Context: an optimization exercise on an open-source flow, tuned for small area. The choices shown serve that exercise and are no tape-out recipe. The RTL was checked by simulation tests, not by an equivalence proof against the original design.

## 06-12
==> flow/design.v <==
module AudDSP (
    input i_rst_n,
    input i_clk,
    input i_start,
    input i_pause,
    input [2:0] i_speed,
    input i_is_slow,
    input i_slow_mode,
    input i_daclrck,
    input signed [15:0] i_sram_data,
    input [19:0] i_sram_stop_addr,
    output signed [15:0] o_dac_data,
    output o_en,
    output o_is_pause,
    output [19:0] o_sram_addr
);
    localparam S_IDLE  = 2'd0;
    localparam S_PAUSE = 2'd1;
    localparam S_PLAY  = 2'd2;
    localparam S_EMPTY = 2'd3;
    reg [1:0]  state_r;
    reg        is_play_r;      
    reg [19:0] addr_r;
    reg [15:0] o_data_r;
    reg [15:0] sram_data_r;
    reg [2:0]  speed_r;
    reg        is_slow_r;
    reg        slow_mode_r;
    reg [3:0]  slow_counter_r;
    reg [1:0]  get_data_counter_r;
    reg [15:0] sram_data_next_r;
    assign o_en = !i_daclrck;
    assign o_dac_data = o_data_r;
    assign o_sram_addr = addr_r;
    assign o_is_pause = !is_play_r;
    wire is_pause_r = !is_play_r;
    wire idle  = state_r == S_IDLE;
    wire pause = state_r == S_PAUSE;
    wire play  = state_r == S_PLAY;
    wire empty = state_r == S_EMPTY;
    wire play0 = play && get_data_counter_r == 2'd0;
    wire play2 = play && get_data_counter_r == 2'd2;
    wire play3 = play && get_data_counter_r == 2'd3;
    wire sc_zero = slow_counter_r == 4'd0;
    wire fetch   = !is_slow_r || sc_zero;
    reg [1:0] state_w;
    always @(*) begin
        case (state_r)
            S_IDLE:  state_w = i_start ? S_PAUSE : S_IDLE;
            S_PAUSE: state_w = is_pause_r ? S_PAUSE : S_PLAY;
            default: state_w = is_pause_r ? S_PAUSE : (i_daclrck ? S_PLAY : S_EMPTY);
        endcase
    end
    wire [3:0] addr_inc = !play0 ? 4'd0 : (is_slow_r ? {3'd0, sc_zero} : {1'b0, speed_r} + 4'd1);
    wire [19:0] temp_addr;
    wire [20:0] temp_c;      
    wire [20:0] gt_c;        
    assign temp_c[0] = 1'b0;
    assign gt_c[0] = 1'b0;
    genvar j;
    generate
        for (j = 0; j < 20; j = j + 1) begin : g_addr
            wire inc_j = (j < 4) ? addr_inc[j < 4 ? j : 0] : 1'b0;
            assign temp_addr[j] = addr_r[j] ^ inc_j ^ temp_c[j];
            assign temp_c[j+1] = (addr_r[j] & inc_j) | (temp_c[j] & (addr_r[j] ^ inc_j));
            assign gt_c[j+1] = (temp_addr[j] & !i_sram_stop_addr[j]) | (gt_c[j] & !(i_sram_stop_addr[j] & !temp_addr[j]));
        end
    endgenerate
    wire temp_cout = temp_c[20];
    wire temp_gt = gt_c[20];
    wire [19:0] addr_w = (temp_cout || temp_gt) ? 20'd0 : temp_addr;
    wire [15:0] interp;
    AudDSP_interp u_interp (
        .cur(sram_data_r), .nxt(sram_data_next_r),
        .k((is_slow_r && slow_mode_r) ? slow_counter_r : 4'd0),
        .sp(speed_r), .out(interp)
    );
    always @(posedge i_clk or negedge i_rst_n) begin
        if (!i_rst_n) begin
            state_r     <= S_IDLE;
            is_play_r   <= 1'b0;
            addr_r      <= 20'd0;
            o_data_r    <= 16'd0;
            sram_data_r <= 16'd0;
        end else begin
            state_r <= state_w;
            if (pause)                      is_play_r <= is_play_r || i_pause;
            else                            is_play_r <= is_play_r && !i_pause;
            addr_r <= addr_w;
            if (play3)                      o_data_r <= interp;
            if (play2 && fetch)             sram_data_r <= sram_data_next_r;
        end
    end
    always @(posedge i_clk) begin
        speed_r     <= i_speed;
        is_slow_r   <= i_is_slow;
        slow_mode_r <= i_slow_mode;
        if (pause || (play2 && fetch)) sram_data_next_r <= i_sram_data;
        if (!play) get_data_counter_r <= 2'd0;
        else if (get_data_counter_r != 2'd3) get_data_counter_r <= get_data_counter_r + 2'd1;
        if (pause) slow_counter_r <= 4'd0;
        else if (play && is_slow_r && i_daclrck)
            slow_counter_r <= (slow_counter_r == {1'b0, speed_r}) ? 4'd0 : slow_counter_r + 4'd1;
    end
endmodule
module AudDSP_interp (
    input  [15:0] cur,
    input  [15:0] nxt,
    input  [3:0]  k,
    input  [2:0]  sp,
    output [15:0] out
);
    wire [16:0] diff = {nxt[15], nxt} - {cur[15], cur};
    wire neg = diff[16];
    wire [3:0] sk = {4{diff[16]}} & k;
    wire [20:0] row0 = {3'd0, !sk[0], sk[0], diff[15:0] & {16{k[0]}}};
    wire [20:0] row1 = {3'd0, !sk[1], diff[15:0] & {16{k[1]}}, 1'd0};
    wire [20:0] row2 = {2'd0, !sk[2], diff[15:0] & {16{k[2]}}, 2'd0};
    wire [20:0] row3 = {1'd0, !sk[3], diff[15:0] & {16{k[3]}}, 3'd0};
    wire [20:0] sum1 = row0 + row1;
    wire [20:0] sum2 = sum1 + row2;
    wire [20:0] sum3 = sum2 + row3;
    wire [20:0] prod = {!sum3[20], sum3[19:0]};
    wire [2:0] rem [0:20];
    wire [15:0] quo;
    wire [2:0] nsp = ~sp;
    assign rem[20] = prod[20] ? sp : 3'd0;
    genvar i;
    generate
        for (i = 19; i >= 0; i = i - 1) begin : g_div
            wire [3:0] t = {rem[i+1], prod[i]};
            wire c0 = t[0] & nsp[0];
            wire c1 = (t[1] & nsp[1]) | (c0 & (t[1] | nsp[1]));
            wire c2 = (t[2] & nsp[2]) | (c1 & (t[2] | nsp[2]));
            wire q = t[3] | c2;
            assign rem[i] = {t[2] ^ (q & (nsp[2] ^ c1)), t[1] ^ (q & (nsp[1] ^ c0)), t[0] ^ (q & nsp[0])};
            if (i < 16) begin : g_q
                assign quo[i] = q;
            end
        end
    endgenerate
    wire round = neg & (rem[0] != 3'd0);
    assign out = cur + quo + {15'd0, round};
endmodule
clock: 100.0 ns
lec_check: 0
cap_margin: 10
core_margin: 2
core_utilization: 40
cts_buf_list: sky130_fd_sc_hd__clkbuf_8
slew_margin: 10
standard.sh (not shown) runs the stock make flow with config.mk's settings and CLKGATE_MAP_FILE= SYNTH_SCRIPT=/design/flow/synth_recipe.tcl, a recipe that flattens the netlist after the stock synthesis.
==> flow/flow/run.sh <==
#!/bin/bash
# Layout flow: the standard layout, on a netlist whose combinational logic
# is mapped by ABC for area. The flip-flops are those of the standard
# synthesis, with the same names and cell types; when a re-mapped netlist does
# not keep them, the standard synthesis netlist is used.
set -uo pipefail
W=$(pwd)
F=$W/flow
R=orfs/results/$FLOW_PLATFORM/AudDSP/base

# 1. the standard synthesis (reference for the flip-flops)
bash standard.sh synth > $W/log_synth_standard.txt 2>&1 || exit 1
cp $R/1_2_yosys.v $W/netlist_standard.v
cp orfs/reports/$FLOW_PLATFORM/AudDSP/base/synth_stat.txt $W/stat_standard.txt
best=$W/netlist_standard.v
best_area=$(sed -n 's/.*Chip area for module.*: *//p' $W/stat_standard.txt | head -1)
echo "standard: $best_area" > $W/log_choice.txt

# 2. the same synthesis script with an area-oriented ABC script in place of
#    the final ABC call and ripple-carry adders in place of Kogge-Stone ones;
#    variants "noabc*" also skip the quick ABC pass of synth's fine step
sed 's|log_cmd abc {\*}\$abc_args|log_cmd abc -script $::env(MY_ABC_SCRIPT) {*}[lrange $abc_args 2 end]|' \
  $FLOW_HOME/scripts/synth.tcl > $W/synth_area.tcl
sed "s|source \$::env(SCRIPTS_DIR)/synth.tcl|source $W/synth_area.tcl|" $W/synth_recipe.tcl > $W/synth_recipe_area.tcl
for v in fast noabc noabc2; do
  extra=("SYNTH_OPERATIONS_ARGS=-extra-map $F/ripple_lcu.v")
  [[ $v == noabc* ]] && extra+=(SYNTH_ARGS=-noabc)
  script=$F/area.script
  [[ $v == noabc2 ]] && script=$F/area2.script
  MY_ABC_SCRIPT=$script make -C $FLOW_HOME DESIGN_CONFIG=$W/config.mk WORK_HOME=$W/synth_$v \
    CLKGATE_MAP_FILE= SYNTH_SCRIPT=$W/synth_recipe_area.tcl "${extra[@]}" synth > $W/log_synth_$v.txt 2>&1 || continue
  cr=$W/synth_$v/results/$FLOW_PLATFORM/AudDSP/base
  area=$(sed -n 's/.*Chip area for module.*: *//p' $W/synth_$v/reports/$FLOW_PLATFORM/AudDSP/base/synth_stat.txt | head -1)
  if python3 $F/match.py $W/netlist_standard.v $cr/1_2_yosys.v $W/netlist_$v.v > $W/log_match_$v.txt 2>&1; then
    echo "$v: $area" >> $W/log_choice.txt
    if python3 -c "import sys; sys.exit(0 if float('$area') < float('$best_area') else 1)"; then
      best=$W/netlist_$v.v; best_area=$area
    fi
  else
    echo "$v: $area (flip-flops differ, not used)" >> $W/log_choice.txt
  fi
done
echo "chosen: $best ($best_area)" >> $W/log_choice.txt

# 3. the standard layout of the chosen netlist; ports buffered with buf_1,
#    and no dummy loads on the clock tree
rm -rf orfs
bash standard.sh SYNTH_NETLIST_FILES=$best "BUFFER_PORTS_ARGS=-buffer_cell sky130_fd_sc_hd__buf_1" \
  "CTS_ARGS=-sink_clustering_enable -repair_clock_nets -buf_list sky130_fd_sc_hd__clkbuf_8 -dont_use_dummy_load" finish \
  > $W/log_layout.txt 2>&1
==> flow/flow/area.script <==
strash
dc2
dc2
dch -f
amap
topo
dnsize
==> flow/flow/area2.script <==
strash
dch
amap
topo
dnsize
Other scripts of this flow, unchanged in this note and not shown: flow/flow/match.py, flow/flow/ripple_lcu.v
#### Input delta (02-28 over 06-12)
Settings: putting GPL_TIMING_DRIVEN at 0 where nothing was set.
-- flow/flow/run.sh --
<<< 06-12, line 20
#    the final ABC call and ripple-carry adders in place of Kogge-Stone ones;
#    variants "noabc*" also skip the quick ABC pass of synth's fine step
sed 's|log_cmd abc {\*}\$abc_args|log_cmd abc -script $::env(MY_ABC_SCRIPT) {*}[lrange $abc_args 2 end]|' \
>>> 02-28, line 20
#    the final ABC call and ripple-carry adders in place of Kogge-Stone ones;
#    "noabc" variants also skip the quick ABC pass of synth's fine step.
#    The variants run two at a time.
sed 's|log_cmd abc {\*}\$abc_args|log_cmd abc -script $::env(MY_ABC_SCRIPT) {*}[lrange $abc_args 2 end]|' \
<<< 06-12, line 24
sed "s|source \$::env(SCRIPTS_DIR)/synth.tcl|source $W/synth_area.tcl|" $W/synth_recipe.tcl > $W/synth_recipe_area.tcl
for v in fast noabc noabc2; do
  extra=("SYNTH_OPERATIONS_ARGS=-extra-map $F/ripple_lcu.v")
  [[ $v == noabc* ]] && extra+=(SYNTH_ARGS=-noabc)
  script=$F/area.script
  [[ $v == noabc2 ]] && script=$F/area2.script
  MY_ABC_SCRIPT=$script make -C $FLOW_HOME DESIGN_CONFIG=$W/config.mk WORK_HOME=$W/synth_$v \
    CLKGATE_MAP_FILE= SYNTH_SCRIPT=$W/synth_recipe_area.tcl "${extra[@]}" synth > $W/log_synth_$v.txt 2>&1 || continue
  cr=$W/synth_$v/results/$FLOW_PLATFORM/AudDSP/base
  area=$(sed -n 's/.*Chip area for module.*: *//p' $W/synth_$v/reports/$FLOW_PLATFORM/AudDSP/base/synth_stat.txt | head -1)
  if python3 $F/match.py $W/netlist_standard.v $cr/1_2_yosys.v $W/netlist_$v.v > $W/log_match_$v.txt 2>&1; then
>>> 02-28, line 25
sed "s|source \$::env(SCRIPTS_DIR)/synth.tcl|source $W/synth_area.tcl|" $W/synth_recipe.tcl > $W/synth_recipe_area.tcl
variants="fast_b8 noabc_b8 noabc_a5 noabc_d2 noabc_c3"
run_variant() {
  local v=$1
  local extra=("SYNTH_OPERATIONS_ARGS=-extra-map $F/ripple_lcu.v")
  [[ $v == noabc_* ]] && extra+=(SYNTH_ARGS=-noabc)
  MY_ABC_SCRIPT=$F/area_${v#*_}.script make -C $FLOW_HOME DESIGN_CONFIG=$W/config.mk WORK_HOME=$W/synth_$v \
    CLKGATE_MAP_FILE= SYNTH_SCRIPT=$W/synth_recipe_area.tcl "${extra[@]}" synth > $W/log_synth_$v.txt 2>&1
}
n=0
for v in $variants; do
  run_variant $v &
  n=$((n + 1))
  if (( n % 2 == 0 )); then wait; fi
done
wait
for v in $variants; do
  cr=$W/synth_$v/results/$FLOW_PLATFORM/AudDSP/base
  st=$W/synth_$v/reports/$FLOW_PLATFORM/AudDSP/base/synth_stat.txt
  [[ -f $cr/1_2_yosys.v && -f $st ]] || { echo "$v: failed" >> $W/log_choice.txt; continue; }
  area=$(sed -n 's/.*Chip area for module.*: *//p' $st | head -1)
  if python3 $F/match.py $W/netlist_standard.v $cr/1_2_yosys.v $W/netlist_$v.v > $W/log_match_$v.txt 2>&1; then
<<< 06-12, line 49
  "CTS_ARGS=-sink_clustering_enable -repair_clock_nets -buf_list sky130_fd_sc_hd__clkbuf_8 -dont_use_dummy_load" finish \
  > $W/log_layout.txt 2>&1
>>> 02-28, line 61
  "CTS_ARGS=-sink_clustering_enable -repair_clock_nets -buf_list sky130_fd_sc_hd__clkbuf_8 -dont_use_dummy_load" finish \
  > $W/log_layout.txt 2>&1 && [[ -s out/final.def ]] && exit 0

# 4. if that layout failed, the standard layout as it is
echo "layout of the chosen netlist failed; standard layout" >> $W/log_choice.txt
rm -rf orfs out/final.def
bash standard.sh finish > $W/log_layout_standard.txt 2>&1
==> flow/flow/area_a5.script (new file) <==
strash
dch
amap
topo
dnsize
==> flow/flow/area_b8.script (new file) <==
strash
dc2
dc2
dch -f
amap
topo
dnsize
==> flow/flow/area_c3.script (new file) <==
strash
dc2
dch -f
amap
strash
dc2
dch -f
amap
topo
dnsize
==> flow/flow/area_d2.script (new file) <==
strash
dc2
dc2
dc2
dch -f
amap
topo
dnsize
removed: flow/flow/area.script
removed: flow/flow/area2.script
Notes after the runs:
- Against 06-12, 02-28 reports a non-clock inverter count in the final layout that is lower.
- 02-28 vs. 06-12: required arrival time at the worst endpoint went up by 0.02 ns.
- Changes observed in 02-28 relative to 06-12: combined global-route utilization of all metal layers barely changed; worst setup slack increased by 0.037 ns relative to the old numbers; largest net degree at the start of global routing went down by 1.
- Number of core rows delta (06-12 -> 02-28): insignificant
- | global-route track usage on met3 | 02-28 vs 06-12 | 0.94 points lower |
- Cmp 06-12 and 02-28 / area growth from synthesis to layout / lower: 02-28

-- separate check: timing with driven ports --
The flow's constraints put no driver on any port. The routed layouts listed below were extracted and timed again, unchanged, in two steps. Step 1 (the two cells are an assumption about what drives the block):
set clk [get_ports {i_clk}]
set_driving_cell -lib_cell sky130_fd_sc_hd__clkbuf_16 $clk
set_driving_cell -lib_cell sky130_fd_sc_hd__buf_2 [delete_from_list [all_inputs] $clk]
Step 2 moves the port delays by t, midway between the first and last clock arrival at a register: inputs arrive t later, outputs are due t later. That takes back most of the time a late clock gives input paths. Slacks: ideal ports / drivers / drivers and shift; pairs: ideal ports / drivers.
run	t (ns)	setup WS [ns]	clock arrival spread, ns	worst register clock-pin slew, ns	worst data-port slew with drivers (ns)
06-12	0.403	59.316 / 59.316 / 59.316	0.045 / 0.045	0.11 / 0.11	0.08
02-28	0.405	59.353 / 59.353 / 59.353	0.040 / 0.040	0.11 / 0.11	0.05
After both steps every run listed still meets setup and hold.
